What follows belongs to an exercise in optimizing a design on an open flow for small area; a production flow would make more cautious choices. The RTL was checked by simulation tests, not by an equivalence proof against the original design.

## flow/design.v

```verilog
module fast (
   input bit clk,
   input bit rst_n,
   input logic [391:0] in_data,
   output logic [12:0] out_pixel
);
wire nc0;
wire nc1;
wire nc2;
wire nc3;
wire nc4;
wire nc5;
wire nc6;
wire nc7;
wire x8;
wire k9;
wire s10;
wire c11;
wire s12;
wire c13;
wire s14;
wire c15;
wire s16;
wire c17;
wire s18;
wire c19;
wire s20;
wire c21;
wire s22;
wire c23;
wire a24;
wire p25;
wire d26;
wire d27;
wire d28;
wire d29;
wire d30;
wire d31;
wire d32;
wire x33;
wire k34;
wire s35;
wire c36;
wire s37;
wire c38;
wire s39;
wire c40;
wire s41;
wire c42;
wire s43;
wire c44;
wire s45;
wire c46;
wire s47;
wire c48;
wire a49;
wire p50;
wire d51;
wire d52;
wire d53;
wire d54;
wire d55;
wire d56;
wire d57;
wire x58;
wire k59;
wire s60;
wire c61;
wire s62;
wire c63;
wire s64;
wire c65;
wire s66;
wire c67;
wire s68;
wire c69;
wire s70;
wire c71;
wire s72;
wire c73;
wire a74;
wire p75;
wire d76;
wire d77;
wire d78;
wire d79;
wire d80;
wire d81;
wire d82;
wire x83;
wire k84;
wire s85;
wire c86;
wire s87;
wire c88;
wire s89;
wire c90;
wire s91;
wire c92;
wire s93;
wire c94;
wire s95;
wire c96;
wire s97;
wire c98;
wire a99;
wire p100;
wire d101;
wire d102;
wire d103;
wire d104;
wire d105;
wire d106;
wire d107;
wire x108;
wire k109;
wire s110;
wire c111;
wire s112;
wire c113;
wire s114;
wire c115;
wire s116;
wire c117;
wire s118;
wire c119;
wire s120;
wire c121;
wire s122;
wire c123;
wire a124;
wire p125;
wire d126;
wire d127;
wire d128;
wire d129;
wire d130;
wire d131;
wire d132;
wire x133;
wire k134;
wire s135;
wire c136;
wire s137;
wire c138;
wire s139;
wire c140;
wire s141;
wire c142;
wire s143;
wire c144;
wire s145;
wire c146;
wire s147;
wire c148;
wire a149;
wire p150;
wire d151;
wire d152;
wire d153;
wire d154;
wire d155;
wire d156;
wire d157;
wire x158;
wire k159;
wire s160;
wire c161;
wire s162;
wire c163;
wire s164;
wire c165;
wire s166;
wire c167;
wire s168;
wire c169;
wire s170;
wire c171;
wire s172;
wire c173;
wire a174;
wire p175;
wire d176;
wire d177;
wire d178;
wire d179;
wire d180;
wire d181;
wire d182;
wire x183;
wire k184;
wire s185;
wire c186;
wire s187;
wire c188;
wire s189;
wire c190;
wire s191;
wire c192;
wire s193;
wire c194;
wire s195;
wire c196;
wire s197;
wire c198;
wire a199;
wire p200;
wire d201;
wire d202;
wire d203;
wire d204;
wire d205;
wire d206;
wire d207;
wire x208;
wire k209;
wire s210;
wire c211;
wire s212;
wire c213;
wire s214;
wire c215;
wire s216;
wire c217;
wire s218;
wire c219;
wire s220;
wire c221;
wire s222;
wire c223;
wire a224;
wire p225;
wire d226;
wire d227;
wire d228;
wire d229;
wire d230;
wire d231;
wire d232;
wire x233;
wire k234;
wire s235;
wire c236;
wire s237;
wire c238;
wire s239;
wire c240;
wire s241;
wire c242;
wire s243;
wire c244;
wire s245;
wire c246;
wire s247;
wire c248;
wire a249;
wire p250;
wire d251;
wire d252;
wire d253;
wire d254;
wire d255;
wire d256;
wire d257;
wire x258;
wire k259;
wire s260;
wire c261;
wire s262;
wire c263;
wire s264;
wire c265;
wire s266;
wire c267;
wire s268;
wire c269;
wire s270;
wire c271;
wire s272;
wire c273;
wire a274;
wire p275;
wire d276;
wire d277;
wire d278;
wire d279;
wire d280;
wire d281;
wire d282;
wire x283;
wire k284;
wire s285;
wire c286;
wire s287;
wire c288;
wire s289;
wire c290;
wire s291;
wire c292;
wire s293;
wire c294;
wire s295;
wire c296;
wire s297;
wire c298;
wire a299;
wire p300;
wire d301;
wire d302;
wire d303;
wire d304;
wire d305;
wire d306;
wire d307;
wire x308;
wire k309;
wire s310;
wire c311;
wire s312;
wire c313;
wire s314;
wire c315;
wire s316;
wire c317;
wire s318;
wire c319;
wire s320;
wire c321;
wire s322;
wire c323;
wire a324;
wire p325;
wire d326;
wire d327;
wire d328;
wire d329;
wire d330;
wire d331;
wire d332;
wire x333;
wire k334;
wire s335;
wire c336;
wire s337;
wire c338;
wire s339;
wire c340;
wire s341;
wire c342;
wire s343;
wire c344;
wire s345;
wire c346;
wire s347;
wire c348;
wire a349;
wire p350;
wire d351;
wire d352;
wire d353;
wire d354;
wire d355;
wire d356;
wire d357;
wire x358;
wire k359;
wire s360;
wire c361;
wire s362;
wire c363;
wire s364;
wire c365;
wire s366;
wire c367;
wire s368;
wire c369;
wire s370;
wire c371;
wire s372;
wire c373;
wire a374;
wire p375;
wire d376;
wire d377;
wire d378;
wire d379;
wire d380;
wire d381;
wire d382;
wire x383;
wire k384;
wire s385;
wire c386;
wire s387;
wire c388;
wire s389;
wire c390;
wire s391;
wire c392;
wire s393;
wire c394;
wire s395;
wire c396;
wire s397;
wire c398;
wire a399;
wire p400;
wire d401;
wire d402;
wire d403;
wire d404;
wire d405;
wire d406;
wire d407;
wire s408;
wire c409;
wire s410;
wire c411;
wire s412;
wire c413;
wire s414;
wire c415;
wire s416;
wire c417;
wire s418;
wire c419;
wire s420;
wire c421;
wire s422;
wire c423;
wire s424;
wire c425;
wire s426;
wire c427;
wire s428;
wire c429;
wire s430;
wire c431;
wire s432;
wire c433;
wire s434;
wire c435;
wire s436;
wire c437;
wire s438;
wire c439;
wire s440;
wire c441;
wire s442;
wire c443;
wire s444;
wire c445;
wire s446;
wire c447;
wire s448;
wire c449;
wire s450;
wire c451;
wire s452;
wire c453;
wire s454;
wire c455;
wire s456;
wire c457;
wire s458;
wire c459;
wire s460;
wire c461;
wire s462;
wire c463;
wire s464;
wire c465;
wire s466;
wire c467;
wire s468;
wire c469;
wire s470;
wire c471;
wire s472;
wire c473;
wire s474;
wire c475;
wire s476;
wire c477;
wire s478;
wire c479;
wire s480;
wire c481;
wire s482;
wire c483;
wire s484;
wire c485;
wire s486;
wire c487;
wire s488;
wire c489;
wire s490;
wire c491;
wire s492;
wire c493;
wire s494;
wire c495;
wire s496;
wire c497;
wire s498;
wire c499;
wire s500;
wire c501;
wire s502;
wire c503;
wire s504;
wire c505;
wire s506;
wire c507;
wire s508;
wire c509;
wire s510;
wire c511;
wire s512;
wire c513;
wire s514;
wire c515;
wire s516;
wire c517;
wire s518;
wire c519;
wire s520;
wire c521;
wire s522;
wire c523;
wire s524;
wire c525;
wire s526;
wire c527;
wire s528;
wire c529;
wire s530;
wire c531;
wire s532;
wire c533;
wire s534;
wire c535;
wire s536;
wire c537;
wire s538;
wire c539;
wire s540;
wire c541;
wire s542;
wire c543;
wire s544;
wire c545;
wire s546;
wire c547;
wire s548;
wire c549;
wire s550;
wire c551;
wire s552;
wire c553;
wire s554;
wire c555;
wire s556;
wire c557;
wire s558;
wire c559;
wire s560;
wire c561;
wire s562;
wire c563;
wire s564;
wire c565;
wire s566;
wire c567;
wire s568;
wire c569;
wire s570;
wire c571;
wire s572;
wire c573;
wire s574;
wire c575;
wire s576;
wire c577;
wire s578;
wire c579;
wire s580;
wire c581;
wire s582;
wire c583;
wire s584;
wire c585;
wire s586;
wire c587;
wire s588;
wire c589;
wire s590;
wire c591;
wire s592;
wire c593;
wire s594;
wire c595;
wire s596;
wire c597;
wire s598;
wire c599;
wire s600;
wire c601;
wire s602;
wire c603;
wire s604;
wire c605;
wire s606;
wire c607;
wire s608;
wire c609;
wire s610;
wire c611;
wire s612;
wire c613;
wire s614;
wire c615;
wire s616;
wire c617;
wire s618;
wire c619;
wire s620;
wire c621;
wire s622;
wire c623;
wire s624;
wire c625;
wire s626;
wire c627;
wire s628;
wire c629;
wire s630;
wire c631;
wire s632;
wire c633;
wire s634;
wire c635;
wire s636;
wire c637;
wire s638;
wire c639;
wire s640;
wire c641;
wire s642;
wire c643;
wire s644;
wire c645;
wire s646;
wire c647;
wire s648;
wire c649;
wire s650;
wire c651;
wire s652;
wire c653;
wire s654;
wire c655;
wire s656;
wire c657;
wire s658;
wire c659;
wire s660;
wire c661;
wire s662;
wire c663;
wire s664;
wire c665;
wire s666;
wire c667;
wire s668;
wire c669;
wire s670;
wire c671;
wire s672;
wire c673;
wire s674;
wire c675;
wire s676;
wire c677;
wire s678;
wire c679;
wire s680;
wire c681;
wire s682;
wire c683;
wire s684;
wire c685;
wire s686;
wire c687;
wire s688;
wire c689;
wire s690;
wire s691;
wire c692;
wire s693;
wire c694;
wire s695;
wire c696;
wire s697;
wire s698;
wire s699;
wire s700;
wire s701;
assign nc0 = ~in_data[192];
assign nc1 = ~in_data[193];
assign nc2 = ~in_data[194];
assign nc3 = ~in_data[195];
assign nc4 = ~in_data[196];
assign nc5 = ~in_data[197];
assign nc6 = ~in_data[198];
assign nc7 = ~in_data[199];
assign x8 = in_data[192] ^ in_data[24];
or_cell u_k9 (.a(nc0), .b(in_data[24]), .y(k9));
fa_cell u_s10 (.a(nc1), .b(in_data[25]), .c(k9), .s(s10), .co(c11));
fa_cell u_s12 (.a(nc2), .b(in_data[26]), .c(c11), .s(s12), .co(c13));
fa_cell u_s14 (.a(nc3), .b(in_data[27]), .c(c13), .s(s14), .co(c15));
fa_cell u_s16 (.a(nc4), .b(in_data[28]), .c(c15), .s(s16), .co(c17));
fa_cell u_s18 (.a(nc5), .b(in_data[29]), .c(c17), .s(s18), .co(c19));
fa_cell u_s20 (.a(nc6), .b(in_data[30]), .c(c19), .s(s20), .co(c21));
fa_cell u_s22 (.a(nc7), .b(in_data[31]), .c(c21), .s(s22), .co(c23));
inv_cell u_a24 (.a(c23), .y(a24));
assign p25 = ~(c23 | x8);
assign d26 = s10 ^ a24;
assign d27 = s12 ^ a24;
assign d28 = s14 ^ a24;
assign d29 = s16 ^ a24;
assign d30 = s18 ^ a24;
assign d31 = s20 ^ a24;
assign d32 = s22 ^ a24;
assign x33 = in_data[192] ^ in_data[32];
or_cell u_k34 (.a(nc0), .b(in_data[32]), .y(k34));
fa_cell u_s35 (.a(nc1), .b(in_data[33]), .c(k34), .s(s35), .co(c36));
fa_cell u_s37 (.a(nc2), .b(in_data[34]), .c(c36), .s(s37), .co(c38));
fa_cell u_s39 (.a(nc3), .b(in_data[35]), .c(c38), .s(s39), .co(c40));
fa_cell u_s41 (.a(nc4), .b(in_data[36]), .c(c40), .s(s41), .co(c42));
fa_cell u_s43 (.a(nc5), .b(in_data[37]), .c(c42), .s(s43), .co(c44));
fa_cell u_s45 (.a(nc6), .b(in_data[38]), .c(c44), .s(s45), .co(c46));
fa_cell u_s47 (.a(nc7), .b(in_data[39]), .c(c46), .s(s47), .co(c48));
inv_cell u_a49 (.a(c48), .y(a49));
assign p50 = ~(c48 | x33);
assign d51 = s35 ^ a49;
assign d52 = s37 ^ a49;
assign d53 = s39 ^ a49;
assign d54 = s41 ^ a49;
assign d55 = s43 ^ a49;
assign d56 = s45 ^ a49;
assign d57 = s47 ^ a49;
assign x58 = in_data[192] ^ in_data[96];
or_cell u_k59 (.a(nc0), .b(in_data[96]), .y(k59));
fa_cell u_s60 (.a(nc1), .b(in_data[97]), .c(k59), .s(s60), .co(c61));
fa_cell u_s62 (.a(nc2), .b(in_data[98]), .c(c61), .s(s62), .co(c63));
fa_cell u_s64 (.a(nc3), .b(in_data[99]), .c(c63), .s(s64), .co(c65));
fa_cell u_s66 (.a(nc4), .b(in_data[100]), .c(c65), .s(s66), .co(c67));
fa_cell u_s68 (.a(nc5), .b(in_data[101]), .c(c67), .s(s68), .co(c69));
fa_cell u_s70 (.a(nc6), .b(in_data[102]), .c(c69), .s(s70), .co(c71));
fa_cell u_s72 (.a(nc7), .b(in_data[103]), .c(c71), .s(s72), .co(c73));
inv_cell u_a74 (.a(c73), .y(a74));
assign p75 = ~(c73 | x58);
assign d76 = s60 ^ a74;
assign d77 = s62 ^ a74;
assign d78 = s64 ^ a74;
assign d79 = s66 ^ a74;
assign d80 = s68 ^ a74;
assign d81 = s70 ^ a74;
assign d82 = s72 ^ a74;
assign x83 = in_data[192] ^ in_data[160];
or_cell u_k84 (.a(nc0), .b(in_data[160]), .y(k84));
fa_cell u_s85 (.a(nc1), .b(in_data[161]), .c(k84), .s(s85), .co(c86));
fa_cell u_s87 (.a(nc2), .b(in_data[162]), .c(c86), .s(s87), .co(c88));
fa_cell u_s89 (.a(nc3), .b(in_data[163]), .c(c88), .s(s89), .co(c90));
fa_cell u_s91 (.a(nc4), .b(in_data[164]), .c(c90), .s(s91), .co(c92));
fa_cell u_s93 (.a(nc5), .b(in_data[165]), .c(c92), .s(s93), .co(c94));
fa_cell u_s95 (.a(nc6), .b(in_data[166]), .c(c94), .s(s95), .co(c96));
fa_cell u_s97 (.a(nc7), .b(in_data[167]), .c(c96), .s(s97), .co(c98));
inv_cell u_a99 (.a(c98), .y(a99));
assign p100 = ~(c98 | x83);
assign d101 = s85 ^ a99;
assign d102 = s87 ^ a99;
assign d103 = s89 ^ a99;
assign d104 = s91 ^ a99;
assign d105 = s93 ^ a99;
assign d106 = s95 ^ a99;
assign d107 = s97 ^ a99;
assign x108 = in_data[192] ^ in_data[216];
or_cell u_k109 (.a(nc0), .b(in_data[216]), .y(k109));
fa_cell u_s110 (.a(nc1), .b(in_data[217]), .c(k109), .s(s110), .co(c111));
fa_cell u_s112 (.a(nc2), .b(in_data[218]), .c(c111), .s(s112), .co(c113));
fa_cell u_s114 (.a(nc3), .b(in_data[219]), .c(c113), .s(s114), .co(c115));
fa_cell u_s116 (.a(nc4), .b(in_data[220]), .c(c115), .s(s116), .co(c117));
fa_cell u_s118 (.a(nc5), .b(in_data[221]), .c(c117), .s(s118), .co(c119));
fa_cell u_s120 (.a(nc6), .b(in_data[222]), .c(c119), .s(s120), .co(c121));
fa_cell u_s122 (.a(nc7), .b(in_data[223]), .c(c121), .s(s122), .co(c123));
inv_cell u_a124 (.a(c123), .y(a124));
assign p125 = ~(c123 | x108);
assign d126 = s110 ^ a124;
assign d127 = s112 ^ a124;
assign d128 = s114 ^ a124;
assign d129 = s116 ^ a124;
assign d130 = s118 ^ a124;
assign d131 = s120 ^ a124;
assign d132 = s122 ^ a124;
assign x133 = in_data[192] ^ in_data[272];
or_cell u_k134 (.a(nc0), .b(in_data[272]), .y(k134));
fa_cell u_s135 (.a(nc1), .b(in_data[273]), .c(k134), .s(s135), .co(c136));
fa_cell u_s137 (.a(nc2), .b(in_data[274]), .c(c136), .s(s137), .co(c138));
fa_cell u_s139 (.a(nc3), .b(in_data[275]), .c(c138), .s(s139), .co(c140));
fa_cell u_s141 (.a(nc4), .b(in_data[276]), .c(c140), .s(s141), .co(c142));
fa_cell u_s143 (.a(nc5), .b(in_data[277]), .c(c142), .s(s143), .co(c144));
fa_cell u_s145 (.a(nc6), .b(in_data[278]), .c(c144), .s(s145), .co(c146));
fa_cell u_s147 (.a(nc7), .b(in_data[279]), .c(c146), .s(s147), .co(c148));
inv_cell u_a149 (.a(c148), .y(a149));
assign p150 = ~(c148 | x133);
assign d151 = s135 ^ a149;
assign d152 = s137 ^ a149;
assign d153 = s139 ^ a149;
assign d154 = s141 ^ a149;
assign d155 = s143 ^ a149;
assign d156 = s145 ^ a149;
assign d157 = s147 ^ a149;
assign x158 = in_data[192] ^ in_data[320];
or_cell u_k159 (.a(nc0), .b(in_data[320]), .y(k159));
fa_cell u_s160 (.a(nc1), .b(in_data[321]), .c(k159), .s(s160), .co(c161));
fa_cell u_s162 (.a(nc2), .b(in_data[322]), .c(c161), .s(s162), .co(c163));
fa_cell u_s164 (.a(nc3), .b(in_data[323]), .c(c163), .s(s164), .co(c165));
fa_cell u_s166 (.a(nc4), .b(in_data[324]), .c(c165), .s(s166), .co(c167));
fa_cell u_s168 (.a(nc5), .b(in_data[325]), .c(c167), .s(s168), .co(c169));
fa_cell u_s170 (.a(nc6), .b(in_data[326]), .c(c169), .s(s170), .co(c171));
fa_cell u_s172 (.a(nc7), .b(in_data[327]), .c(c171), .s(s172), .co(c173));
inv_cell u_a174 (.a(c173), .y(a174));
assign p175 = ~(c173 | x158);
assign d176 = s160 ^ a174;
assign d177 = s162 ^ a174;
assign d178 = s164 ^ a174;
assign d179 = s166 ^ a174;
assign d180 = s168 ^ a174;
assign d181 = s170 ^ a174;
assign d182 = s172 ^ a174;
assign x183 = in_data[192] ^ in_data[368];
or_cell u_k184 (.a(nc0), .b(in_data[368]), .y(k184));
fa_cell u_s185 (.a(nc1), .b(in_data[369]), .c(k184), .s(s185), .co(c186));
fa_cell u_s187 (.a(nc2), .b(in_data[370]), .c(c186), .s(s187), .co(c188));
fa_cell u_s189 (.a(nc3), .b(in_data[371]), .c(c188), .s(s189), .co(c190));
fa_cell u_s191 (.a(nc4), .b(in_data[372]), .c(c190), .s(s191), .co(c192));
fa_cell u_s193 (.a(nc5), .b(in_data[373]), .c(c192), .s(s193), .co(c194));
fa_cell u_s195 (.a(nc6), .b(in_data[374]), .c(c194), .s(s195), .co(c196));
fa_cell u_s197 (.a(nc7), .b(in_data[375]), .c(c196), .s(s197), .co(c198));
inv_cell u_a199 (.a(c198), .y(a199));
assign p200 = ~(c198 | x183);
assign d201 = s185 ^ a199;
assign d202 = s187 ^ a199;
assign d203 = s189 ^ a199;
assign d204 = s191 ^ a199;
assign d205 = s193 ^ a199;
assign d206 = s195 ^ a199;
assign d207 = s197 ^ a199;
assign x208 = in_data[192] ^ in_data[360];
or_cell u_k209 (.a(nc0), .b(in_data[360]), .y(k209));
fa_cell u_s210 (.a(nc1), .b(in_data[361]), .c(k209), .s(s210), .co(c211));
fa_cell u_s212 (.a(nc2), .b(in_data[362]), .c(c211), .s(s212), .co(c213));
fa_cell u_s214 (.a(nc3), .b(in_data[363]), .c(c213), .s(s214), .co(c215));
fa_cell u_s216 (.a(nc4), .b(in_data[364]), .c(c215), .s(s216), .co(c217));
fa_cell u_s218 (.a(nc5), .b(in_data[365]), .c(c217), .s(s218), .co(c219));
fa_cell u_s220 (.a(nc6), .b(in_data[366]), .c(c219), .s(s220), .co(c221));
fa_cell u_s222 (.a(nc7), .b(in_data[367]), .c(c221), .s(s222), .co(c223));
inv_cell u_a224 (.a(c223), .y(a224));
assign p225 = ~(c223 | x208);
assign d226 = s210 ^ a224;
assign d227 = s212 ^ a224;
assign d228 = s214 ^ a224;
assign d229 = s216 ^ a224;
assign d230 = s218 ^ a224;
assign d231 = s220 ^ a224;
assign d232 = s222 ^ a224;
assign x233 = in_data[192] ^ in_data[352];
or_cell u_k234 (.a(nc0), .b(in_data[352]), .y(k234));
fa_cell u_s235 (.a(nc1), .b(in_data[353]), .c(k234), .s(s235), .co(c236));
fa_cell u_s237 (.a(nc2), .b(in_data[354]), .c(c236), .s(s237), .co(c238));
fa_cell u_s239 (.a(nc3), .b(in_data[355]), .c(c238), .s(s239), .co(c240));
fa_cell u_s241 (.a(nc4), .b(in_data[356]), .c(c240), .s(s241), .co(c242));
fa_cell u_s243 (.a(nc5), .b(in_data[357]), .c(c242), .s(s243), .co(c244));
fa_cell u_s245 (.a(nc6), .b(in_data[358]), .c(c244), .s(s245), .co(c246));
fa_cell u_s247 (.a(nc7), .b(in_data[359]), .c(c246), .s(s247), .co(c248));
inv_cell u_a249 (.a(c248), .y(a249));
assign p250 = ~(c248 | x233);
assign d251 = s235 ^ a249;
assign d252 = s237 ^ a249;
assign d253 = s239 ^ a249;
assign d254 = s241 ^ a249;
assign d255 = s243 ^ a249;
assign d256 = s245 ^ a249;
assign d257 = s247 ^ a249;
assign x258 = in_data[192] ^ in_data[288];
or_cell u_k259 (.a(nc0), .b(in_data[288]), .y(k259));
fa_cell u_s260 (.a(nc1), .b(in_data[289]), .c(k259), .s(s260), .co(c261));
fa_cell u_s262 (.a(nc2), .b(in_data[290]), .c(c261), .s(s262), .co(c263));
fa_cell u_s264 (.a(nc3), .b(in_data[291]), .c(c263), .s(s264), .co(c265));
fa_cell u_s266 (.a(nc4), .b(in_data[292]), .c(c265), .s(s266), .co(c267));
fa_cell u_s268 (.a(nc5), .b(in_data[293]), .c(c267), .s(s268), .co(c269));
fa_cell u_s270 (.a(nc6), .b(in_data[294]), .c(c269), .s(s270), .co(c271));
fa_cell u_s272 (.a(nc7), .b(in_data[295]), .c(c271), .s(s272), .co(c273));
inv_cell u_a274 (.a(c273), .y(a274));
assign p275 = ~(c273 | x258);
assign d276 = s260 ^ a274;
assign d277 = s262 ^ a274;
assign d278 = s264 ^ a274;
assign d279 = s266 ^ a274;
assign d280 = s268 ^ a274;
assign d281 = s270 ^ a274;
assign d282 = s272 ^ a274;
assign x283 = in_data[192] ^ in_data[224];
or_cell u_k284 (.a(nc0), .b(in_data[224]), .y(k284));
fa_cell u_s285 (.a(nc1), .b(in_data[225]), .c(k284), .s(s285), .co(c286));
fa_cell u_s287 (.a(nc2), .b(in_data[226]), .c(c286), .s(s287), .co(c288));
fa_cell u_s289 (.a(nc3), .b(in_data[227]), .c(c288), .s(s289), .co(c290));
fa_cell u_s291 (.a(nc4), .b(in_data[228]), .c(c290), .s(s291), .co(c292));
fa_cell u_s293 (.a(nc5), .b(in_data[229]), .c(c292), .s(s293), .co(c294));
fa_cell u_s295 (.a(nc6), .b(in_data[230]), .c(c294), .s(s295), .co(c296));
fa_cell u_s297 (.a(nc7), .b(in_data[231]), .c(c296), .s(s297), .co(c298));
inv_cell u_a299 (.a(c298), .y(a299));
assign p300 = ~(c298 | x283);
assign d301 = s285 ^ a299;
assign d302 = s287 ^ a299;
assign d303 = s289 ^ a299;
assign d304 = s291 ^ a299;
assign d305 = s293 ^ a299;
assign d306 = s295 ^ a299;
assign d307 = s297 ^ a299;
assign x308 = in_data[192] ^ in_data[168];
or_cell u_k309 (.a(nc0), .b(in_data[168]), .y(k309));
fa_cell u_s310 (.a(nc1), .b(in_data[169]), .c(k309), .s(s310), .co(c311));
fa_cell u_s312 (.a(nc2), .b(in_data[170]), .c(c311), .s(s312), .co(c313));
fa_cell u_s314 (.a(nc3), .b(in_data[171]), .c(c313), .s(s314), .co(c315));
fa_cell u_s316 (.a(nc4), .b(in_data[172]), .c(c315), .s(s316), .co(c317));
fa_cell u_s318 (.a(nc5), .b(in_data[173]), .c(c317), .s(s318), .co(c319));
fa_cell u_s320 (.a(nc6), .b(in_data[174]), .c(c319), .s(s320), .co(c321));
fa_cell u_s322 (.a(nc7), .b(in_data[175]), .c(c321), .s(s322), .co(c323));
inv_cell u_a324 (.a(c323), .y(a324));
assign p325 = ~(c323 | x308);
assign d326 = s310 ^ a324;
assign d327 = s312 ^ a324;
assign d328 = s314 ^ a324;
assign d329 = s316 ^ a324;
assign d330 = s318 ^ a324;
assign d331 = s320 ^ a324;
assign d332 = s322 ^ a324;
assign x333 = in_data[192] ^ in_data[112];
or_cell u_k334 (.a(nc0), .b(in_data[112]), .y(k334));
fa_cell u_s335 (.a(nc1), .b(in_data[113]), .c(k334), .s(s335), .co(c336));
fa_cell u_s337 (.a(nc2), .b(in_data[114]), .c(c336), .s(s337), .co(c338));
fa_cell u_s339 (.a(nc3), .b(in_data[115]), .c(c338), .s(s339), .co(c340));
fa_cell u_s341 (.a(nc4), .b(in_data[116]), .c(c340), .s(s341), .co(c342));
fa_cell u_s343 (.a(nc5), .b(in_data[117]), .c(c342), .s(s343), .co(c344));
fa_cell u_s345 (.a(nc6), .b(in_data[118]), .c(c344), .s(s345), .co(c346));
fa_cell u_s347 (.a(nc7), .b(in_data[119]), .c(c346), .s(s347), .co(c348));
inv_cell u_a349 (.a(c348), .y(a349));
assign p350 = ~(c348 | x333);
assign d351 = s335 ^ a349;
assign d352 = s337 ^ a349;
assign d353 = s339 ^ a349;
assign d354 = s341 ^ a349;
assign d355 = s343 ^ a349;
assign d356 = s345 ^ a349;
assign d357 = s347 ^ a349;
assign x358 = in_data[192] ^ in_data[64];
or_cell u_k359 (.a(nc0), .b(in_data[64]), .y(k359));
fa_cell u_s360 (.a(nc1), .b(in_data[65]), .c(k359), .s(s360), .co(c361));
fa_cell u_s362 (.a(nc2), .b(in_data[66]), .c(c361), .s(s362), .co(c363));
fa_cell u_s364 (.a(nc3), .b(in_data[67]), .c(c363), .s(s364), .co(c365));
fa_cell u_s366 (.a(nc4), .b(in_data[68]), .c(c365), .s(s366), .co(c367));
fa_cell u_s368 (.a(nc5), .b(in_data[69]), .c(c367), .s(s368), .co(c369));
fa_cell u_s370 (.a(nc6), .b(in_data[70]), .c(c369), .s(s370), .co(c371));
fa_cell u_s372 (.a(nc7), .b(in_data[71]), .c(c371), .s(s372), .co(c373));
inv_cell u_a374 (.a(c373), .y(a374));
assign p375 = ~(c373 | x358);
assign d376 = s360 ^ a374;
assign d377 = s362 ^ a374;
assign d378 = s364 ^ a374;
assign d379 = s366 ^ a374;
assign d380 = s368 ^ a374;
assign d381 = s370 ^ a374;
assign d382 = s372 ^ a374;
assign x383 = in_data[192] ^ in_data[16];
or_cell u_k384 (.a(nc0), .b(in_data[16]), .y(k384));
fa_cell u_s385 (.a(nc1), .b(in_data[17]), .c(k384), .s(s385), .co(c386));
fa_cell u_s387 (.a(nc2), .b(in_data[18]), .c(c386), .s(s387), .co(c388));
fa_cell u_s389 (.a(nc3), .b(in_data[19]), .c(c388), .s(s389), .co(c390));
fa_cell u_s391 (.a(nc4), .b(in_data[20]), .c(c390), .s(s391), .co(c392));
fa_cell u_s393 (.a(nc5), .b(in_data[21]), .c(c392), .s(s393), .co(c394));
fa_cell u_s395 (.a(nc6), .b(in_data[22]), .c(c394), .s(s395), .co(c396));
fa_cell u_s397 (.a(nc7), .b(in_data[23]), .c(c396), .s(s397), .co(c398));
inv_cell u_a399 (.a(c398), .y(a399));
assign p400 = ~(c398 | x383);
assign d401 = s385 ^ a399;
assign d402 = s387 ^ a399;
assign d403 = s389 ^ a399;
assign d404 = s391 ^ a399;
assign d405 = s393 ^ a399;
assign d406 = s395 ^ a399;
assign d407 = s397 ^ a399;
fa_cell u_s408 (.a(x108), .b(x133), .c(x158), .s(s408), .co(c409));
fa_cell u_s410 (.a(x183), .b(x208), .c(x233), .s(s410), .co(c411));
fa_cell u_s412 (.a(x258), .b(x283), .c(x308), .s(s412), .co(c413));
fa_cell u_s414 (.a(x33), .b(x333), .c(x358), .s(s414), .co(c415));
fa_cell u_s416 (.a(x383), .b(x58), .c(x8), .s(s416), .co(c417));
fa_cell u_s418 (.a(x83), .b(s408), .c(s410), .s(s418), .co(c419));
fa_cell u_s420 (.a(s412), .b(s414), .c(s416), .s(s420), .co(c421));
fa_cell u_s422 (.a(c409), .b(c411), .c(c413), .s(s422), .co(c423));
fa_cell u_s424 (.a(c415), .b(c417), .c(c419), .s(s424), .co(c425));
fa_cell u_s426 (.a(c421), .b(s422), .c(s424), .s(s426), .co(c427));
fa_cell u_s428 (.a(s426), .b(p100), .c(p125), .s(s428), .co(c429));
fa_cell u_s430 (.a(p150), .b(p175), .c(p200), .s(s430), .co(c431));
fa_cell u_s432 (.a(p225), .b(p25), .c(p250), .s(s432), .co(c433));
fa_cell u_s434 (.a(p275), .b(p300), .c(p325), .s(s434), .co(c435));
fa_cell u_s436 (.a(p350), .b(p375), .c(p400), .s(s436), .co(c437));
fa_cell u_s438 (.a(p50), .b(p75), .c(d101), .s(s438), .co(c439));
fa_cell u_s440 (.a(d126), .b(d151), .c(d176), .s(s440), .co(c441));
fa_cell u_s442 (.a(d201), .b(d226), .c(d251), .s(s442), .co(c443));
fa_cell u_s444 (.a(d26), .b(d276), .c(d301), .s(s444), .co(c445));
fa_cell u_s446 (.a(d326), .b(d351), .c(d376), .s(s446), .co(c447));
fa_cell u_s448 (.a(d401), .b(d51), .c(d76), .s(s448), .co(c449));
fa_cell u_s450 (.a(s428), .b(s430), .c(s432), .s(s450), .co(c451));
fa_cell u_s452 (.a(s434), .b(s436), .c(s438), .s(s452), .co(c453));
fa_cell u_s454 (.a(s440), .b(s442), .c(s444), .s(s454), .co(c455));
fa_cell u_s456 (.a(s446), .b(s448), .c(s450), .s(s456), .co(c457));
ha_cell u_s458 (.a(s452), .b(s454), .s(s458), .co(c459));
fa_cell u_s460 (.a(c423), .b(c425), .c(c427), .s(s460), .co(c461));
fa_cell u_s462 (.a(s460), .b(d102), .c(d127), .s(s462), .co(c463));
fa_cell u_s464 (.a(d152), .b(d177), .c(d202), .s(s464), .co(c465));
fa_cell u_s466 (.a(d227), .b(d252), .c(d27), .s(s466), .co(c467));
fa_cell u_s468 (.a(d277), .b(d302), .c(d327), .s(s468), .co(c469));
fa_cell u_s470 (.a(d352), .b(d377), .c(d402), .s(s470), .co(c471));
fa_cell u_s472 (.a(d52), .b(d77), .c(c429), .s(s472), .co(c473));
fa_cell u_s474 (.a(c431), .b(c433), .c(c435), .s(s474), .co(c475));
fa_cell u_s476 (.a(c437), .b(c439), .c(c441), .s(s476), .co(c477));
fa_cell u_s478 (.a(c443), .b(c445), .c(c447), .s(s478), .co(c479));
fa_cell u_s480 (.a(c449), .b(s462), .c(s464), .s(s480), .co(c481));
fa_cell u_s482 (.a(s466), .b(s468), .c(s470), .s(s482), .co(c483));
fa_cell u_s484 (.a(c451), .b(s472), .c(s474), .s(s484), .co(c485));
fa_cell u_s486 (.a(c453), .b(c455), .c(s476), .s(s486), .co(c487));
fa_cell u_s488 (.a(s478), .b(s480), .c(s482), .s(s488), .co(c489));
fa_cell u_s490 (.a(c457), .b(s484), .c(c459), .s(s490), .co(c491));
ha_cell u_s492 (.a(s486), .b(s488), .s(s492), .co(c493));
fa_cell u_s494 (.a(c461), .b(d103), .c(d128), .s(s494), .co(c495));
fa_cell u_s496 (.a(d153), .b(d178), .c(d203), .s(s496), .co(c497));
fa_cell u_s498 (.a(d228), .b(d253), .c(d278), .s(s498), .co(c499));
fa_cell u_s500 (.a(d28), .b(d303), .c(d328), .s(s500), .co(c501));
fa_cell u_s502 (.a(d353), .b(d378), .c(d403), .s(s502), .co(c503));
fa_cell u_s504 (.a(d53), .b(d78), .c(c463), .s(s504), .co(c505));
fa_cell u_s506 (.a(c465), .b(c467), .c(c469), .s(s506), .co(c507));
fa_cell u_s508 (.a(c471), .b(s494), .c(s496), .s(s508), .co(c509));
fa_cell u_s510 (.a(s498), .b(s500), .c(s502), .s(s510), .co(c511));
fa_cell u_s512 (.a(c473), .b(c475), .c(c477), .s(s512), .co(c513));
fa_cell u_s514 (.a(c479), .b(c481), .c(c483), .s(s514), .co(c515));
fa_cell u_s516 (.a(s504), .b(s506), .c(s508), .s(s516), .co(c517));
fa_cell u_s518 (.a(s510), .b(c485), .c(c487), .s(s518), .co(c519));
fa_cell u_s520 (.a(s512), .b(c489), .c(s514), .s(s520), .co(c521));
fa_cell u_s522 (.a(s516), .b(c491), .c(c493), .s(s522), .co(c523));
ha_cell u_s524 (.a(s518), .b(s520), .s(s524), .co(c525));
fa_cell u_s526 (.a(d104), .b(d129), .c(d154), .s(s526), .co(c527));
fa_cell u_s528 (.a(d179), .b(d204), .c(d229), .s(s528), .co(c529));
fa_cell u_s530 (.a(d254), .b(d279), .c(d29), .s(s530), .co(c531));
fa_cell u_s532 (.a(d304), .b(d329), .c(d354), .s(s532), .co(c533));
fa_cell u_s534 (.a(d379), .b(d404), .c(d54), .s(s534), .co(c535));
fa_cell u_s536 (.a(d79), .b(c495), .c(c497), .s(s536), .co(c537));
fa_cell u_s538 (.a(c499), .b(c501), .c(c503), .s(s538), .co(c539));
fa_cell u_s540 (.a(s526), .b(s528), .c(s530), .s(s540), .co(c541));
fa_cell u_s542 (.a(s532), .b(s534), .c(c505), .s(s542), .co(c543));
fa_cell u_s544 (.a(c507), .b(c509), .c(c511), .s(s544), .co(c545));
fa_cell u_s546 (.a(s536), .b(s538), .c(s540), .s(s546), .co(c547));
fa_cell u_s548 (.a(c513), .b(c515), .c(s542), .s(s548), .co(c549));
fa_cell u_s550 (.a(c517), .b(s544), .c(s546), .s(s550), .co(c551));
fa_cell u_s552 (.a(c519), .b(c521), .c(s548), .s(s552), .co(c553));
fa_cell u_s554 (.a(s550), .b(c523), .c(c525), .s(s554), .co(c555));
fa_cell u_s556 (.a(d105), .b(d130), .c(d155), .s(s556), .co(c557));
fa_cell u_s558 (.a(d180), .b(d205), .c(d230), .s(s558), .co(c559));
fa_cell u_s560 (.a(d255), .b(d280), .c(d30), .s(s560), .co(c561));
fa_cell u_s562 (.a(d305), .b(d330), .c(d355), .s(s562), .co(c563));
fa_cell u_s564 (.a(d380), .b(d405), .c(d55), .s(s564), .co(c565));
fa_cell u_s566 (.a(d80), .b(c527), .c(c529), .s(s566), .co(c567));
fa_cell u_s568 (.a(c531), .b(c533), .c(c535), .s(s568), .co(c569));
fa_cell u_s570 (.a(s556), .b(s558), .c(s560), .s(s570), .co(c571));
fa_cell u_s572 (.a(s562), .b(s564), .c(c537), .s(s572), .co(c573));
fa_cell u_s574 (.a(c539), .b(c541), .c(s566), .s(s574), .co(c575));
fa_cell u_s576 (.a(s568), .b(s570), .c(c543), .s(s576), .co(c577));
fa_cell u_s578 (.a(c545), .b(s572), .c(c547), .s(s578), .co(c579));
fa_cell u_s580 (.a(s574), .b(c549), .c(s576), .s(s580), .co(c581));
fa_cell u_s582 (.a(c551), .b(s578), .c(c553), .s(s582), .co(c583));
ha_cell u_s584 (.a(s580), .b(c555), .s(s584), .co(c585));
fa_cell u_s586 (.a(d106), .b(d131), .c(d156), .s(s586), .co(c587));
fa_cell u_s588 (.a(d181), .b(d206), .c(d231), .s(s588), .co(c589));
fa_cell u_s590 (.a(d256), .b(d281), .c(d306), .s(s590), .co(c591));
fa_cell u_s592 (.a(d31), .b(d331), .c(d356), .s(s592), .co(c593));
fa_cell u_s594 (.a(d381), .b(d406), .c(d56), .s(s594), .co(c595));
fa_cell u_s596 (.a(d81), .b(c557), .c(c559), .s(s596), .co(c597));
fa_cell u_s598 (.a(c561), .b(c563), .c(c565), .s(s598), .co(c599));
fa_cell u_s600 (.a(s586), .b(s588), .c(s590), .s(s600), .co(c601));
fa_cell u_s602 (.a(s592), .b(s594), .c(c567), .s(s602), .co(c603));
fa_cell u_s604 (.a(c569), .b(c571), .c(s596), .s(s604), .co(c605));
fa_cell u_s606 (.a(s598), .b(s600), .c(c573), .s(s606), .co(c607));
fa_cell u_s608 (.a(c575), .b(s602), .c(s604), .s(s608), .co(c609));
fa_cell u_s610 (.a(c577), .b(s606), .c(c579), .s(s610), .co(c611));
fa_cell u_s612 (.a(s608), .b(c581), .c(s610), .s(s612), .co(c613));
ha_cell u_s614 (.a(c583), .b(c585), .s(s614), .co(c615));
fa_cell u_s616 (.a(d107), .b(d132), .c(d157), .s(s616), .co(c617));
fa_cell u_s618 (.a(d182), .b(d207), .c(d232), .s(s618), .co(c619));
fa_cell u_s620 (.a(d257), .b(d282), .c(d307), .s(s620), .co(c621));
fa_cell u_s622 (.a(d32), .b(d332), .c(d357), .s(s622), .co(c623));
fa_cell u_s624 (.a(d382), .b(d407), .c(d57), .s(s624), .co(c625));
fa_cell u_s626 (.a(d82), .b(c587), .c(c589), .s(s626), .co(c627));
fa_cell u_s628 (.a(c591), .b(c593), .c(c595), .s(s628), .co(c629));
fa_cell u_s630 (.a(s616), .b(s618), .c(s620), .s(s630), .co(c631));
fa_cell u_s632 (.a(s622), .b(s624), .c(c597), .s(s632), .co(c633));
fa_cell u_s634 (.a(c599), .b(c601), .c(s626), .s(s634), .co(c635));
fa_cell u_s636 (.a(s628), .b(s630), .c(c603), .s(s636), .co(c637));
fa_cell u_s638 (.a(c605), .b(s632), .c(s634), .s(s638), .co(c639));
fa_cell u_s640 (.a(c607), .b(s636), .c(c609), .s(s640), .co(c641));
fa_cell u_s642 (.a(s638), .b(c611), .c(s640), .s(s642), .co(c643));
ha_cell u_s644 (.a(c613), .b(s642), .s(s644), .co(c645));
fa_cell u_s646 (.a(c617), .b(c619), .c(c621), .s(s646), .co(c647));
fa_cell u_s648 (.a(c623), .b(c625), .c(c627), .s(s648), .co(c649));
fa_cell u_s650 (.a(c629), .b(c631), .c(s646), .s(s650), .co(c651));
fa_cell u_s652 (.a(c633), .b(c635), .c(s648), .s(s652), .co(c653));
fa_cell u_s654 (.a(s650), .b(c637), .c(c639), .s(s654), .co(c655));
fa_cell u_s656 (.a(s652), .b(c641), .c(s654), .s(s656), .co(c657));
ha_cell u_s658 (.a(c643), .b(s656), .s(s658), .co(c659));
fa_cell u_s660 (.a(c647), .b(c649), .c(c651), .s(s660), .co(c661));
fa_cell u_s662 (.a(c653), .b(s660), .c(c655), .s(s662), .co(c663));
ha_cell u_s664 (.a(c657), .b(s662), .s(s664), .co(c665));
ha_cell u_s666 (.a(c661), .b(c663), .s(s666), .co(c667));
ha_cell u_s668 (.a(s418), .b(s420), .s(s668), .co(c669));
fa_cell u_s670 (.a(c669), .b(s456), .c(s458), .s(s670), .co(c671));
fa_cell u_s672 (.a(s490), .b(c671), .c(s492), .s(s672), .co(c673));
fa_cell u_s674 (.a(s522), .b(c673), .c(s524), .s(s674), .co(c675));
fa_cell u_s676 (.a(s552), .b(s554), .c(c675), .s(s676), .co(c677));
fa_cell u_s678 (.a(s582), .b(s584), .c(c677), .s(s678), .co(c679));
fa_cell u_s680 (.a(s612), .b(s614), .c(c679), .s(s680), .co(c681));
fa_cell u_s682 (.a(c615), .b(s644), .c(c681), .s(s682), .co(c683));
ha_cell u_s684 (.a(c645), .b(s658), .s(s684), .co(c685));
fa_cell u_s686 (.a(c659), .b(s664), .c(c685), .s(s686), .co(c687));
fa_cell u_s688 (.a(c665), .b(s666), .c(c687), .s(s688), .co(c689));
assign s690 = c667 ^ c689;
assign s691 = ~(c645 ^ s658);
assign c692 = c645 | s658;
fa_cell u_s693 (.a(c659), .b(s664), .c(c692), .s(s693), .co(c694));
fa_cell u_s695 (.a(c665), .b(s666), .c(c694), .s(s695), .co(c696));
assign s697 = c667 ^ c696;
assign s698 = c683 ? s691 : s684;
assign s699 = c683 ? s693 : s686;
assign s700 = c683 ? s695 : s688;
assign s701 = c683 ? s697 : s690;
wire [15:0] B = {c398, c373, c348, c323, c298, c273, c248, c223, c198, c173, c148, c123, c98, c73, c48, c23};
wire [11:0] S = {s701, s700, s699, s698, s682, s680, s678, s676, s674, s672, s670, s668};
wire is_corner;
corner_cell u_corner (.b(B), .y(is_corner));
always_ff @(posedge clk) begin
   if (~rst_n) out_pixel <= '0;
   else        out_pixel <= is_corner ? {1'b0, S} : '0;
end
endmodule
module fa_cell (input a, input b, input c, output s, output co);
assign {co, s} = {1'b0, a} + {1'b0, b} + {1'b0, c};
endmodule
module ha_cell (input a, input b, output s, output co);
assign {co, s} = {1'b0, a} + {1'b0, b};
endmodule
module corner_cell (input [15:0] b, output y);
wire [15:0] a = ~b;
wire [15:0] a2 = b & {b[0], b[15:1]};
wire [15:0] a4 = a2 & {a2[1:0], a2[15:2]};
wire [15:0] a8 = a4 & {a4[3:0], a4[15:4]};
wire [15:0] b2 = a & {a[0], a[15:1]};
wire [15:0] b4 = b2 & {b2[1:0], b2[15:2]};
wire [15:0] b8 = b4 & {b4[3:0], b4[15:4]};
assign y = (|(a8 & {a8[0], a8[15:1]})) | (|(b8 & {b8[0], b8[15:1]}));
endmodule
module inv_cell (input a, output y);
assign y = ~a;
endmodule
module or_cell (input a, input b, output y);
assign y = a | b;
endmodule
```

## flow/flow/run.sh

```bash
#!/bin/bash
set -euo pipefail
cat >> config.mk <<'EOT'
export BUFFER_PORTS_ARGS = -buffer_cell sky130_fd_sc_hd__buf_1
export REMOVE_ABC_BUFFERS = 1
EOT
bash standard.sh > flow_make.log 2>&1
```

## flow/standard.sh

```bash
#!/bin/bash
# synth_recipe.tcl (not shown) runs the flow's synth.tcl, then flattens the netlist and writes it again
# the make line also repeats each setting of config.mk as NAME=value (left out here)
make -C /OpenROAD-flow-scripts/flow DESIGN_CONFIG=/design/flow/config.mk WORK_HOME=/design/flow/orfs CLKGATE_MAP_FILE= SYNTH_SCRIPT=/design/flow/synth_recipe.tcl "${@:-finish}"
```

## flow/config.mk

```make
export PLATFORM = sky130hd
export DESIGN_NAME = fast
export DESIGN_NICKNAME = fast
export VERILOG_FILES = /design/flow/design.v
export SDC_FILE = /design/flow/constraint.sdc
export NUM_CORES = 4
export LEC_CHECK = 0
export CAP_MARGIN = 40
export CORE_MARGIN = 2
export CORE_UTILIZATION = 40
export CTS_BUF_LIST = sky130_fd_sc_hd__clkbuf_8
export GPL_TIMING_DRIVEN = 0
export SLEW_MARGIN = 40
export SYNTH_HIERARCHICAL = 1
export BUFFER_PORTS_ARGS = -buffer_cell sky130_fd_sc_hd__buf_1
export REMOVE_ABC_BUFFERS = 1
```

## flow/constraint.sdc

```tcl
create_clock -name core_clock -period 12.0 [get_ports {clk}]
set_input_delay 2.4000 -clock core_clock [delete_from_list [all_inputs] [get_ports {clk}]]
set_output_delay 2.4000 -clock core_clock [all_outputs]
set_load 0.01 [all_outputs]
```

==> results of run 1 <==
==> cells by family after synthesis <==
family	after synthesis	share of synthesized area, %
adders and majority gates	256	69.9
xor gates and xnor gates	128	15.6
and+or+nand+nor	69	5.04
buffers and inverters	48	3.16
AOI/OAI and AO/OA	25	2.41
DFF	12	3.33
muxes	4	0.556
other	1	0.0521
==> cell usage after synthesis, drive strengths merged (2+ instances only) <==
cell type	number
nor2	25
inv	27
clkbuf	2
mux2i	4
or2	16
o22ai	2
nand4	4
nand3	3
ha	12
o211a	2
nor4	2
and3	8
xor2	128
fa	244
nand2b	2
and4	2
o211ai	2
a21oi	10
dfxtp	12
nand2	4
buf	19
==> what timing repair did <==
action | in CTS | in global routing
gates resized for setup | 0 | 9
endpoints found under the setup margin | 0 | 1
setup buffers | 0 | 0
==> final timing paths <==
check	startpoint	end	slack, ns	depth (start not counted)
worst max-delay path	in_data[192]	out_pixel[11]	0.36	24
worst min-delay path	rst_n	out_pixel[11]	2.72	3
==> per-module statistics from Yosys (local to each module, per instance) <==
module,copies in the design,flip-flops and latches
inv_cell,16,0
or_cell,16,0
fast,1,12
corner_cell,1,0
fa_cell,244,0
ha_cell,11,0
==> cell type report <==
cell class / count / area, sq um
multi-input cells: 483 / 6740
flip-flops and latches: 12 / 240
inverters: 27 / 135
clock buffers: 4 / 55.1
repair buffers: 149 / 561
fillers: 1684 / 9820
well taps: 229 / 287
==> layout by cell type, fill, tap and decap left out, types with 2 or more instances in the layout <==
cell type | Yosys | routed
nand2_1 | 4 | 4
ha_1 | 12 | 12
and3_1 | 8 | 8
nor2_1 | 25 | 25
or2_1 | 16 | 16
o22ai_1 | 2 | 2
fa_1 | 244 | 244
nor4_1 | 2 | 2
nand3_1 | 3 | 3
o211a_1 | 2 | 2
o211ai_1 | 2 | 2
clkinvlp_4 | 0 | 9
inv_1 | 27 | 11
inv_2 | 0 | 7
mux2i_1 | 4 | 4
clkbuf_8 | 0 | 4
dfxtp_1 | 12 | 12
xor2_1 | 128 | 128
a21oi_1 | 10 | 10
nand4_1 | 4 | 4
nand2b_1 | 2 | 2
and4_1 | 2 | 2
buf_1 | 0 | 148
==> metrics by stage <==
step	cell area (sq um)	hold slack, ns	setup TNS [ns]
6_report	8020	2.72	0
3_5_place_dp	7930	2.79	-0.137
4_1_cts	7990	2.69	0
2_1_floorplan	7080	2.55	0
5_1_grt	8020	2.74	0
3_3_place_gp	7920	2.79	-2.76
==> routing by layer <==
metal,GRT usage (%),up-vias,routed length (microns)
met3,3.95,34,1820
li1,-,1942,-
met4,6.93,0,669
met5,0,-,0
met2,37.2,217,9890
met1,31.2,2378,8220
==> results.toml, run 1 <==
[route]
first_pass_iters = 4
drtIter0Drc = 390
via_count = 4571
routed_via_density = 5.06
drt-total-wl_mm = 20.6
routedWlPerCell_microns = 22.8
ant_nets = 0
drc = 0

[min_path]
hold_class = "input pin to register"

[critical_path]
worstPathCellList = "buf_2 > inv_1 > or2_1 > fa_1 > fa_1 > fa_1 > fa_1 > fa_1 > fa_1 > fa_1 > clkinvlp_4 > xor2_1 > fa_1 > fa_1 > fa_1 > ha_1 > fa_1 > fa_1 > fa_1 > fa_1 > fa_1 > fa_1 > mux2i_1 > mux2i_1"
crit_top_cell = "fa_1"
cpLargestDelayFamily = "adder cells"
start_kind = "input pin"
required_ns = 12.21
slowest_delay_ns = 0.69
cp_num_buf_inv = 3
worstSetupPathType = "input pin to register"
cp_max_fo = 17
arrival_ns = 11.86
end_kind = "register"
slowest_stage = "fa_1"

[timing]
setup_slack_ns = 0.356
hold_viol_final = 0
finalSetupViolations = 0
finalCriticalPeriod_ns = 11.64
clock.fmax_mhz = 85.9
tightest_slew_ns = 0.720
period_share_pct = 97.0
drv_slew = 0
rsz0062_at_grt = "false"
slew_headroom_pct = 51.9

[floorplanning]
die_h_microns = 138
die_x_microns = 138
io_pins = 407
core_sq_um = 17800
rows = 49
start_util_pct = 40.4
dieArea_sq_um = 19100

[grt]
grtUsageTotal_pct = 22.7
overflow = 0
grt_pass1_wl_mm = 32.2
grt_start_max_net_pins = 18
antenna_found_initial = 0
grt_pass1_vias = 5590

[final_layout]
reg_top3 = "out_pixel (12)"
fin_util_pct = 45.0
syn_to_final_growth_pct = 11.3
diodes = 0
fin_cells = 904
regMostFlops = "out_pixel"
largest_reg_flops = 12
final_nets = 1326
drive_above_1_share_pct = 3.41

[cts]
cts_sinks = 12
clkSlewWorstSetupHoldPaths_ns = 0.08
cts_buffers = 3
clock-root-buffer = "clkbuf_8"
clk_path_buf_depth = 2
ctsHoldBuffers = 0
h-tree-depth = 1
cts_tree = "done"

[place]
place_ws_ns = -0.100
dp_hpwl_mm = 19.0
io_buffers = 149
placed_cells = 900
gp_congestion = 0.931

[yosys]
synth_area_per_cell_sq_um = 13.3
netlist_area_sq_um = 7200
synth_top_area_cell = "fa_1"
synth_top_area_share_pct = 67.8
synthCells = 543
synth-seq-cells = 12
synthArstFlopShare_pct = 0
synth_edf_count = 0
synthTopCellsByArea = "fa_1 68%, xor2_1 16%, dfxtp_1 3.3%"
synth_ff_type = "dfxtp_1"
yosysSeqAreaShare_pct = 3.33
yosysWarnings = 7
yosysUniqueCellTypes = 37

[run]
cap_violations = 0

[status]
status = "finished clean"
==> inputs of run 2 (changes only) <==
==> flow/flow/run.sh (replaced) <==
#!/bin/bash
set -euo pipefail
cat >> config.mk <<'EOT'
export BUFFER_PORTS_ARGS = -buffer_cell sky130_fd_sc_hd__buf_1
EOT
bash standard.sh > flow_make.log 2>&1
--- a/flow/config.mk
+++ b/flow/config.mk
@@ -9,8 +9,6 @@
 export CORE_MARGIN = 2
 export CORE_UTILIZATION = 40
-export CTS_BUF_LIST = sky130_fd_sc_hd__clkbuf_8
-export GPL_TIMING_DRIVEN = 0
+export CTS_BUF_LIST = sky130_fd_sc_hd__clkbuf_4
 export SLEW_MARGIN = 40
 export SYNTH_HIERARCHICAL = 1
 export BUFFER_PORTS_ARGS = -buffer_cell sky130_fd_sc_hd__buf_1
-export REMOVE_ABC_BUFFERS = 1
==> results.toml, run 2 <==
[route]
via_count = 4624
drt-total-wl_mm = 20.8
first_pass_iters = 5
ant_nets = 0
drtIter0Drc = 306
routed_via_density = 5.02
drc = 0
routedWlPerCell_microns = 22.6

[timing]
tns_ns = 0
slew_headroom_pct = 54.7
tightest_slew_ns = 0.679
clock.fmax_mhz = 89.1
drv_slew = 0
period_share_pct = 93.5
hold_viol_final = 0
finalCriticalPeriod_ns = 11.22
rsz0062_at_grt = "false"
finalSetupViolations = 0

[yosys]
synthTopCellsByCount = "244 x fa_1, 128 x xor2_1, 27 x inv_1, 25 x nor2_1"
synth_ff_type = "dfxtp_1"
synth_area_per_cell_sq_um = 13.3
synthCells = 543
yosysSeqAreaShare_pct = 3.33
synthTopCellsByArea = "fa_1 68%, xor2_1 16%, dfxtp_1 3.3%"
post-synth-top-count-cell = "fa_1"
synthArstFlopShare_pct = 0
synth_top_area_share_pct = 67.8
synth_top_area_cell = "fa_1"
synth_edf_count = 0
yosysUniqueCellTypes = 37
synth-seq-cells = 12
netlist_area_sq_um = 7200
yosysWarnings = 7

[cts]
h-tree-depth = 1
cts_sinks = 12
cts_tree = "done"
cts_buffers = 3
clk_path_buf_depth = 2
post_cts_resized = 0
cts_setup_buffers = 0
ctsHoldBuffers = 0
clock-root-buffer = "clkbuf_4"
clkSlewWorstSetupHoldPaths_ns = 0.09

[final_layout]
reg_top3 = "out_pixel (12)"
nFillCells = 1672
layout_commonest_cell = "fa_1"
largest_reg_flops = 12
final_nets = 1342
drive_above_1_share_pct = 3.91
design_area_sq_um = 8080
final_cell_mix = "244 x fa_1, 149 x buf_1, 128 x xor2_1, 25 x nor2_1, 21 x inv_1"
syn_to_final_growth_pct = 12.1
regMostFlops = "out_pixel"

[floorplanning]
start_util_pct = 40.4
die_h_microns = 138
die_x_microns = 138
core_sq_um = 17800
io_pins = 407
dieArea_sq_um = 19100
rows = 49

[min_path]
hold_depth = 3
hold_class = "input pin to register"

[critical_path]
required_ns = 12.23
arrival_ns = 11.45
end_kind = "register"
critical_path.startpoint = "in_data[192]"
cp_max_fo = 16
cp-endpoint = "out_pixel[11]"
worstSetupPathType = "input pin to register"
start_kind = "input pin"

[grt]
grtUsageTotal_pct = 23.0
grt_pass1_wl_mm = 33.2
grt_pass1_vias = 5695
overflow = 0
grt_start_max_net_pins = 17
antenna_found_initial = 1

[place]
gp_congestion = 0.933
placed_area_sq_um = 8050
io_buffers = 149
dp_hpwl_mm = 19.3

[status]
status = "finished clean"

[run]
cap_violations = 0
==> run 2: cell count changes in the layout (fill, tap and decap cells not counted), sizes merged <==
cell      change
clkbuf        -1
inv           +9
diode         +1
clkinvlp      -9
buf          +16
clkinv        +1
==> run 2: cell families (layout without fill, tap and decap cells) <==
logic type / after synthesis / after routing / share of synthesized area (%)
compound gates: 25 / 25 / 2.41
flops: 12 / 12 / 3.33
mux: 4 / 4 / 0.556
simple gates: 69 / 69 / 5.04
xor+xnor: 128 / 128 / 15.6
fa+ha+maj: 256 / 256 / 69.9
other cells: 1 / 2 / 0.0521
buf+inv: 48 / 196 / 3.16
==> run 2: cell type report <==
type	count	area [sq um]	area share (%)
antenna	1	2.50	0.0310
multi-input combinational	483	6740	83.5
inverter	27	101	1.25
tap	229	287	3.55
timing repair buffer	165	679	8.41
clock inverter	1	3.75	0.0465
clock buffer	3	22.5	0.279
sequential	12	240	2.97
==> run 2: critical path, cell delays in order <==
cell and delay [ns]:
buf_1 0.09, inv_1 0.22, or2_1 0.30, fa_1 0.38, fa_1 0.44, fa_1 0.41
fa_1 0.40, fa_1 0.39, fa_1 0.39, fa_1 0.57, inv_1 0.41, xor2_1 0.22
fa_1 0.51, fa_1 0.58, fa_1 0.43, ha_1 0.32, fa_1 0.41, fa_1 0.42
fa_1 0.40, fa_1 0.39, fa_1 0.44, fa_1 0.50, mux2i_1 0.22, mux2i_1 0.19
==> run 2: worst min-delay path by stage <==
stage / start / endpoint / slack [ns]
floorplan: rst_n / out_pixel[11] / 2.57
global placement: out_pixel[3] / out_pixel[3] / 2.79
detailed placement: out_pixel[4] / out_pixel[4] / 2.79
CTS: rst_n / out_pixel[11] / 2.67
global route: rst_n / out_pixel[11] / 2.73
finish: rst_n / out_pixel[11] / 2.68
==> run 2: per-module statistics from Yosys, one instance, submodules excluded <==
module	cells	flip-flops and latches	area [sq um]	times used
fast	210	12	1740	1
corner_cell	46	0	285	1
fa_cell	1	0	20.0	244
ha_cell	1	0	12.5	11
or_cell	1	0	6.26	16
inv_cell	1	0	3.75	16
==> run 2: metrics by stage <==
| step | instances | worst slack [ns] | hold WS, ns | utilization [%] |
|---|---|---|---|---|
| floorplan | 543 | 1.20 | 2.57 | - |
| global placement | 916 | 0.506 | 2.79 | 45.1 |
| detailed placement | 916 | 0.468 | 2.79 | 45.1 |
| CTS | 920 | 0.772 | 2.67 | 45.3 |
| global route | 921 | 0.487 | 2.73 | 45.3 |
| finish | 921 | 0.782 | 2.68 | 45.3 |
==> run 2: routing by layer <==
| metal | up-vias | GRT usage (%) | part of all wire (%) |
|---|---|---|---|
| li1 | 1967 | - | - |
| met1 | 2456 | 32.8 | 43 |
| met2 | 184 | 39.0 | 50 |
| met3 | 17 | 2.81 | 5.0 |
| met4 | 0 | 3.76 | 1.4 |
| met5 | - | 0.251 | 0 |

[afterwards: timing with drivers on the ports]
The flow's constraints put no driver on any port. The routed layouts listed below were extracted and timed again, unchanged, in two steps. Step 1 assumes that a clkbuf_16 drives the clock port and a buf_2 every other input. Step 2 adds t to the input delays and takes it off the output delays; t is the mean of the earliest and latest rising clock arrival at the registers after step 1. Input paths then give back, and output paths get back, about the clock's delay inside the block. Three values: ideal, step 1, step 2; two values: the first two.
run | t (ns) | setup slack, ns | worst hold slack (ns) | worst setup path after step 2 | cell pins on the clock port's net
run 1 | 0.306 | 0.356 / 0.372 / 0.065 | 2.723 / 2.705 / 2.810 | input to register | 1
run 2 | 0.337 | 0.782 / 0.792 / 0.455 | 2.678 / 2.663 / 2.826 | input to register | 1
After both steps every run listed still meets setup and hold. The setup slack of run 2, which loses most, moves by +0.010 ns with the drivers and by -0.327 ns with both steps.
